What follows belongs to an exercise in optimizing a design on an open flow for small area, a short achievable clock period and few clock cycles per item; a production flow would make more cautious choices.
Where RTL was checked, it was by simulation tests only, not by an equivalence proof against the original.
No activity file was given, so power comes from the tool's default toggle rates.

==> flow/design.v (excerpt) <==
module SME(clk,reset,chardata,isstring,ispattern,valid,match,match_index);
Size in the first run: ~1300 cells after synthesis, roughly 320 flip-flops, ~19 I/O pins, ~13000 um2 of cells after synthesis.
==> module SME, before the edit <==
module SME(clk,reset,chardata,isstring,ispattern,valid,match,match_index);
integer i;
input clk;
input reset;
input [7:0] chardata;
input isstring;
input ispattern;
output reg match;
output reg [4:0] match_index;
output reg valid;
reg  [6:0]  s [0:31];
reg  [31:0] v;
reg  [31:0] D;
reg  [4:0]  q;
reg  [1:0]  Xh;       
reg  [2:0]  Xl;       
reg  [3:0]  Hgt;      
reg  [3:0]  Heq;      
reg  [7:0]  Lge;      
reg         isstring_R, ispattern_R, pwc;
wire [6:0] c         = chardata[6:0];
wire       newstring = isstring & ~isstring_R;
wire       isdot     = (c == 7'h2E);
wire       isdollar  = (c == 7'h24);
wire       iscaret   = (c == 7'h5E);
wire       init      = ~ispattern_R | pwc;    
wire       pstart    = ispattern & ~ispattern_R;
wire [4:0] xa = q;
wire [4:0] xb = q - 5'd1;
function [15:0] xtab;    
	input [4:0] x;
	integer k;
	begin
		for (k = 0; k < 4; k = k + 1) begin
			xtab[k] = (k > x[4:3]);
			xtab[4 + k] = (k == x[4:3]);
		end
		for (k = 0; k < 8; k = k + 1) begin
			xtab[8 + k] = (k >= x[2:0]);
		end
	end
endfunction
wire [15:0] tab_a = xtab(xa), tab_b = xtab(xb);
wire [31:0] first, sp, M, Dn, G;
genvar g;
generate
for (g = 0; g < 32; g = g + 1) begin : pos
	localparam integer N = (g + 1) % 32;
	assign first[g] = (q == (g + 31) % 32);
	assign sp[g]    = ~s[g][6] & ~|s[g][4:0];
	assign M[g]     = v[g] & (isdot | (s[g] == c));
	assign G[g]     = Hgt[g / 8] | (Heq[g / 8] & Lge[g % 8]);
	assign Dn[g]    = isdollar ? (D[g] & (~v[N] | sp[N] | first[N]))
	                           : (M[N] & (init ? (~pwc | first[N] | sp[g]) : (D[g] & ~first[N])));
end
endgenerate
wire [31:0] hi = D & G;
function [5:0] pe32;    
	input [31:0] x;
	reg [15:0] a1; reg [15:0] i1;           
	reg [7:0]  a2; reg [15:0] i2;           
	reg [3:0]  a3; reg [11:0] i3;           
	reg [1:0]  a4; reg [7:0]  i4;
	integer k;
	begin
		for (k = 0; k < 16; k = k + 1) begin
			a1[k] = x[2*k] | x[2*k+1];
			i1[k] = ~x[2*k];
		end
		for (k = 0; k < 8; k = k + 1) begin
			a2[k] = a1[2*k] | a1[2*k+1];
			i2[2*k +: 2] = a1[2*k] ? {1'b0, i1[2*k]} : {1'b1, i1[2*k+1]};
		end
		for (k = 0; k < 4; k = k + 1) begin
			a3[k] = a2[2*k] | a2[2*k+1];
			i3[3*k +: 3] = a2[2*k] ? {1'b0, i2[4*k +: 2]} : {1'b1, i2[4*k+2 +: 2]};
		end
		for (k = 0; k < 2; k = k + 1) begin
			a4[k] = a3[2*k] | a3[2*k+1];
			i4[4*k +: 4] = a3[2*k] ? {1'b0, i3[6*k +: 3]} : {1'b1, i3[6*k+3 +: 3]};
		end
		pe32 = {a4[0] | a4[1], a4[0] ? {1'b0, i4[3:0]} : {1'b1, i4[7:4]}};
	end
endfunction
wire [5:0] pH = pe32(hi);
wire [5:0] pA = pe32(D);
wire [4:0] J  = pH[5] ? pH[4:0] : pA[4:0];
reg  [23:0] LT;       
always @* for (i = 0; i < 8; i = i + 1) LT[3*i +: 3] = i - Xl;
wire [2:0] lo = LT[3*J[2:0] +: 3];
wire       br = ~Lge[J[2:0]];
wire [1:0] h0 = J[4:3] - Xh;
wire [1:0] h1 = J[4:3] - Xh - 2'd1;
always @(posedge clk) begin
	for (i = 0; i < 31; i = i + 1)
		s[i] <= s[i+1];
	s[31] <= isstring ? c : s[0];
	v <= {isstring | v[0], v[31:1] & {31{~newstring}}};
	q <= newstring ? 5'd30 : q - 5'd1;
	if (pstart) begin
		Xh <= iscaret ? xb[4:3] : xa[4:3];
		Xl <= iscaret ? xb[2:0] : xa[2:0];
		{Lge, Heq, Hgt} <= iscaret ? tab_b : tab_a;
	end
	pwc <= ispattern & iscaret;
	isstring_R <= isstring;
	ispattern_R <= ispattern;
	D <= Dn;
	match <= pA[5];
	match_index <= {br ? h1 : h0, lo};
	valid <= ~reset & ispattern_R & ~ispattern;
end
endmodule
make LEC_CHECK=0 CAP_MARGIN=20 CORE_MARGIN=2 CORE_UTILIZATION=40 CTS_BUF_LIST='sky130_fd_sc_hd__clkbuf_4 sky130_fd_sc_hd__clkbuf_8' SETUP_SLACK_MARGIN=4.6 SLEW_MARGIN=20 TNS_END_PERCENT=5 finish   # period 7.0 ns
run.sh (not shown) runs the stock make flow with config.mk's settings and CLKGATE_MAP_FILE= SYNTH_SCRIPT=/design/flow/synth_recipe.tcl, a recipe that flattens the netlist after the stock synthesis.
The first run completed with no timing, DRC or antenna violations.
Change:
--- a/flow/design.v
+++ b/flow/design.v
@@ -22,13 +22,10 @@
 wire       newstring = isstring & ~isstring_R;
 wire       isdot     = (c == 7'h2E);
 wire       isdollar  = (c == 7'h24);
 wire       iscaret   = (c == 7'h5E);
 wire       init      = ~ispattern_R | pwc;    
-wire       pstart    = ispattern & ~ispattern_R;
-wire [4:0] xa = q;
-wire [4:0] xb = q - 5'd1;
 function [15:0] xtab;    
 	input [4:0] x;
 	integer k;
 	begin
 		for (k = 0; k < 4; k = k + 1) begin
@@ -38,11 +35,10 @@
 		for (k = 0; k < 8; k = k + 1) begin
 			xtab[8 + k] = (k >= x[2:0]);
 		end
 	end
 endfunction
-wire [15:0] tab_a = xtab(xa), tab_b = xtab(xb);
 wire [31:0] first, sp, M, Dn, G;
 genvar g;
 generate
 for (g = 0; g < 32; g = g + 1) begin : pos
 	localparam integer N = (g + 1) % 32;
@@ -53,10 +49,11 @@
 	assign Dn[g]    = isdollar ? (D[g] & (~v[N] | sp[N] | first[N]))
 	                           : (M[N] & (init ? (~pwc | first[N] | sp[g]) : (D[g] & ~first[N])));
 end
 endgenerate
 wire [31:0] hi = D & G;
+wire [31:0] wr = D & ~G;    
 function [5:0] pe32;    
 	input [31:0] x;
 	reg [15:0] a1; reg [15:0] i1;           
 	reg [7:0]  a2; reg [15:0] i2;           
 	reg [3:0]  a3; reg [11:0] i3;           
@@ -81,11 +78,11 @@
 		end
 		pe32 = {a4[0] | a4[1], a4[0] ? {1'b0, i4[3:0]} : {1'b1, i4[7:4]}};
 	end
 endfunction
 wire [5:0] pH = pe32(hi);
-wire [5:0] pA = pe32(D);
+wire [5:0] pA = pe32(wr);    
 wire [4:0] J  = pH[5] ? pH[4:0] : pA[4:0];
 reg  [23:0] LT;       
 always @* for (i = 0; i < 8; i = i + 1) LT[3*i +: 3] = i - Xl;
 wire [2:0] lo = LT[3*J[2:0] +: 3];
 wire       br = ~Lge[J[2:0]];
@@ -95,19 +92,19 @@
 	for (i = 0; i < 31; i = i + 1)
 		s[i] <= s[i+1];
 	s[31] <= isstring ? c : s[0];
 	v <= {isstring | v[0], v[31:1] & {31{~newstring}}};
 	q <= newstring ? 5'd30 : q - 5'd1;
-	if (pstart) begin
-		Xh <= iscaret ? xb[4:3] : xa[4:3];
-		Xl <= iscaret ? xb[2:0] : xa[2:0];
-		{Lge, Heq, Hgt} <= iscaret ? tab_b : tab_a;
+	if (init) begin
+		Xh <= q[4:3];
+		Xl <= q[2:0];
+		{Lge, Heq, Hgt} <= xtab(q);
 	end
 	pwc <= ispattern & iscaret;
 	isstring_R <= isstring;
 	ispattern_R <= ispattern;
 	D <= Dn;
-	match <= pA[5];
+	match <= pH[5] | pA[5];
 	match_index <= {br ? h1 : h0, lo};
 	valid <= ~reset & ispattern_R & ~ispattern;
 end
 endmodule
Sequential power stays flat.
Total power came out higher by a little under a tenth.
Combinational power came out higher by about a fifth.
Non-clock buffer count came out higher by 24.
Synthesized cell count came out higher by a few percent.
Utilization came out higher by 0.36 points.
Final area came out higher by a few percent.
Wire length came out lower slightly.
Worst setup slack gains 0.20 ns.
Final cell count came out higher by a few percent.
Clock power came out higher by roughly a tenth.
Count of clock-buffer cells in the layout came out lower by 1.
Die area came out higher by a few percent.
No run of this note included a check of the RTL's function; only the layout flow was run.


The RTL this note starts from:
==> flow/design.v <==
module SME(clk,reset,chardata,isstring,ispattern,valid,match,match_index);
input clk;
input reset;
input [7:0] chardata;
input isstring;
input ispattern;
output reg match;
output reg [4:0] match_index;
output reg valid;
reg  [6:0]  s [0:31];
reg  [31:0] v;
reg  [31:0] D;
reg  [4:0]  q;
reg  [4:0]  NX;       
reg  [3:0]  Hgt;      
reg  [3:0]  Heq;      
reg  [7:0]  Lge;      
reg         isstring_R, ispattern_R, pwc;
wire [6:0] c         = chardata[6:0];
wire       newstring = isstring & ~isstring_R;
wire       isdot     = (c == 7'h2E);
wire       isdollar  = (c == 7'h24);
wire       iscaret   = (c == 7'h5E);
wire       init      = ~ispattern_R | pwc;    
wire       pstart    = ispattern & ~ispattern_R;
wire [4:0] xa = q;
wire [4:0] xb = q - 5'd1;
wire [31:0] first, sp, M, Dn, G;
genvar g;
generate
for (g = 0; g < 32; g = g + 1) begin : pos
	localparam integer N = (g + 1) % 32;
	assign first[g] = (q == (g + 31) % 32);
	assign sp[g]    = ~s[g][6] & ~|s[g][4:0];
	assign M[g]     = v[g] & (isdot | (s[g] == c));
	assign G[g]     = Hgt[g / 8] | (Heq[g / 8] & Lge[g % 8]);
	assign Dn[g]    = isdollar ? (D[g] & (~v[N] | sp[N] | first[N]))
	                           : (M[N] & (init ? (~pwc | first[N] | sp[g]) : (D[g] & ~first[N])));
end
endgenerate
wire [31:0] hi = D & G;
reg  [4:0]  pe_hi, pe_all;
integer i;
always @* begin
	pe_hi = 5'd0;
	pe_all = 5'd0;
	for (i = 31; i >= 0; i = i - 1) begin
		if (hi[i]) pe_hi = i;
		if (D[i])  pe_all = i;
	end
end
wire [4:0] idx_hi  = pe_hi + NX;
wire [4:0] idx_all = pe_all + NX;
always @(posedge clk) begin
	for (i = 0; i < 31; i = i + 1)
		s[i] <= s[i+1];
	s[31] <= isstring ? c : s[0];
	v <= {isstring | v[0], v[31:1] & {31{~newstring}}};
	q <= newstring ? 5'd30 : q - 5'd1;
	if (pstart) begin
		NX <= iscaret ? -xb : -xa;
		for (i = 0; i < 4; i = i + 1) begin
			Hgt[i] <= iscaret ? (i > xb[4:3]) : (i > xa[4:3]);
			Heq[i] <= iscaret ? (i == xb[4:3]) : (i == xa[4:3]);
		end
		for (i = 0; i < 8; i = i + 1)
			Lge[i] <= iscaret ? (i >= xb[2:0]) : (i >= xa[2:0]);
	end
	pwc <= ispattern & iscaret;
	isstring_R <= isstring;
	ispattern_R <= ispattern;
	D <= Dn;
	match <= |D;
	match_index <= (|hi) ? idx_hi : idx_all;
	valid <= ~reset & ispattern_R & ~ispattern;
end
endmodule
export LEC_CHECK = 0
export CAP_MARGIN = 20
export CORE_MARGIN = 2
export CORE_UTILIZATION = 40
export CTS_BUF_LIST = sky130_fd_sc_hd__clkbuf_4 sky130_fd_sc_hd__clkbuf_8
export SETUP_SLACK_MARGIN = 4.2
export SLEW_MARGIN = 20
export TNS_END_PERCENT = 5
create_clock -name core_clock -period 7.0 [get_ports {clk}]
The first run passed the timing, DRC and antenna checks.
Testbench counts at the start, summed over its fixed seeds: cycles 12,684, queries 1,536.
Next try:
==> flow/design.v (replaced) <==
module SME(clk,reset,chardata,isstring,ispattern,valid,match,match_index);
input clk;
input reset;
input [7:0] chardata;
input isstring;
input ispattern;
output reg match;
output reg [4:0] match_index;
output reg valid;
reg  [6:0]  s [0:31];
reg  [31:0] v;
reg  [31:0] D;
reg  [4:0]  r0;
reg  [4:0]  X;
reg         isstring_R, ispattern_R, pwc;
wire [6:0] c         = chardata[6:0];
wire       newstring = isstring & ~isstring_R;
wire       isdot     = (c == 7'h2E);
wire       isdollar  = (c == 7'h24);
wire       iscaret   = (c == 7'h5E);
wire       init      = ~ispattern_R | pwc;    
wire [31:0] first, sp, M, Dn, geX;
genvar g;
generate
for (g = 0; g < 32; g = g + 1) begin : pos
	localparam integer N = (g + 1) % 32;
	assign first[g] = (r0 == g);
	assign sp[g]    = (s[g] == 7'h20);
	assign M[g]     = v[g] & (isdot | (s[g] == c));
	assign geX[g]   = (g >= X);
	assign Dn[g]    = isdollar ? (D[g] & (~v[N] | sp[N] | first[N]))
	                           : (M[N] & (init ? (~pwc | first[N] | sp[g]) : (D[g] & ~first[N])));
end
endgenerate
wire [31:0] hi = D & geX;
reg  [4:0]  pe_hi, pe_all;
integer i;
always @* begin
	pe_hi = 5'd0;
	pe_all = 5'd0;
	for (i = 31; i >= 0; i = i - 1) begin
		if (hi[i]) pe_hi = i;
		if (D[i])  pe_all = i;
	end
end
wire [4:0] jstar = (|hi) ? pe_hi : pe_all;
always @(posedge clk) begin
	for (i = 0; i < 31; i = i + 1)
		s[i] <= s[i+1];
	s[31] <= isstring ? c : s[0];
	v <= {isstring | v[0], v[31:1] & {31{~newstring}}};
	r0 <= newstring ? 5'd31 : r0 - 5'd1;
	X <= ispattern ? (ispattern_R ? X : r0 - 5'd1 - {4'd0, iscaret}) : X - 5'd1;
	pwc <= ispattern & iscaret;
	isstring_R <= isstring;
	ispattern_R <= ispattern;
	D <= Dn;
	match <= |D;
	match_index <= jstar - X;
	valid <= ~reset & ispattern_R & ~ispattern;
end
endmodule
Cell area is lower by 2.8%.
Wire length is lower by 1.0%.
Global-route usage is higher by 0.16 points.
Critical path depth is lower by 5.
Synthesized cell count is lower by 0.67%.
Clock-buffer cell count is higher by 2.
First-iteration DRC count is lower by 26%.
Via count is lower by 1.8%.
Total power is higher by 4.1%.
Worst hold slack gets better by 0.0079 ns.
Utilization stays flat.
Testbench counts after the change, summed over its fixed seeds: cycles 12,684, queries 1,536.

-- port drivers added, routing unchanged --
How much do the figures lean on ideal ports? The routed layouts below were timed once more, with nothing changed but the port constraints.
Step 1 assumes that a clkbuf_16 drives the clock port and a buf_2 every other input.
Step 2 moves the port delays by t, midway between the first and last clock arrival at a register: inputs arrive t later, outputs are due t later. That takes back most of the time a late clock gives input paths.
a / b / c = no drivers / after step 1 / after step 2; a / b = the first two.
run	t, ns	setup slack, ns	pins driven straight from the clock port
the first run of note 1	0.615	3.796 / 3.796 / 3.419	1
the second run of note 1	0.621	3.996 / 3.996 / 3.626	1
the first run of note 2	0.611	3.843 / 3.843 / 3.348	1
the second run of note 2	0.609	3.586 / 3.614 / 3.005	1
After both steps setup and hold are still met in every run listed. The setup slack of the second run of note 2, which loses most, moves by +0.028 ns with the drivers and by -0.581 ns with both steps.
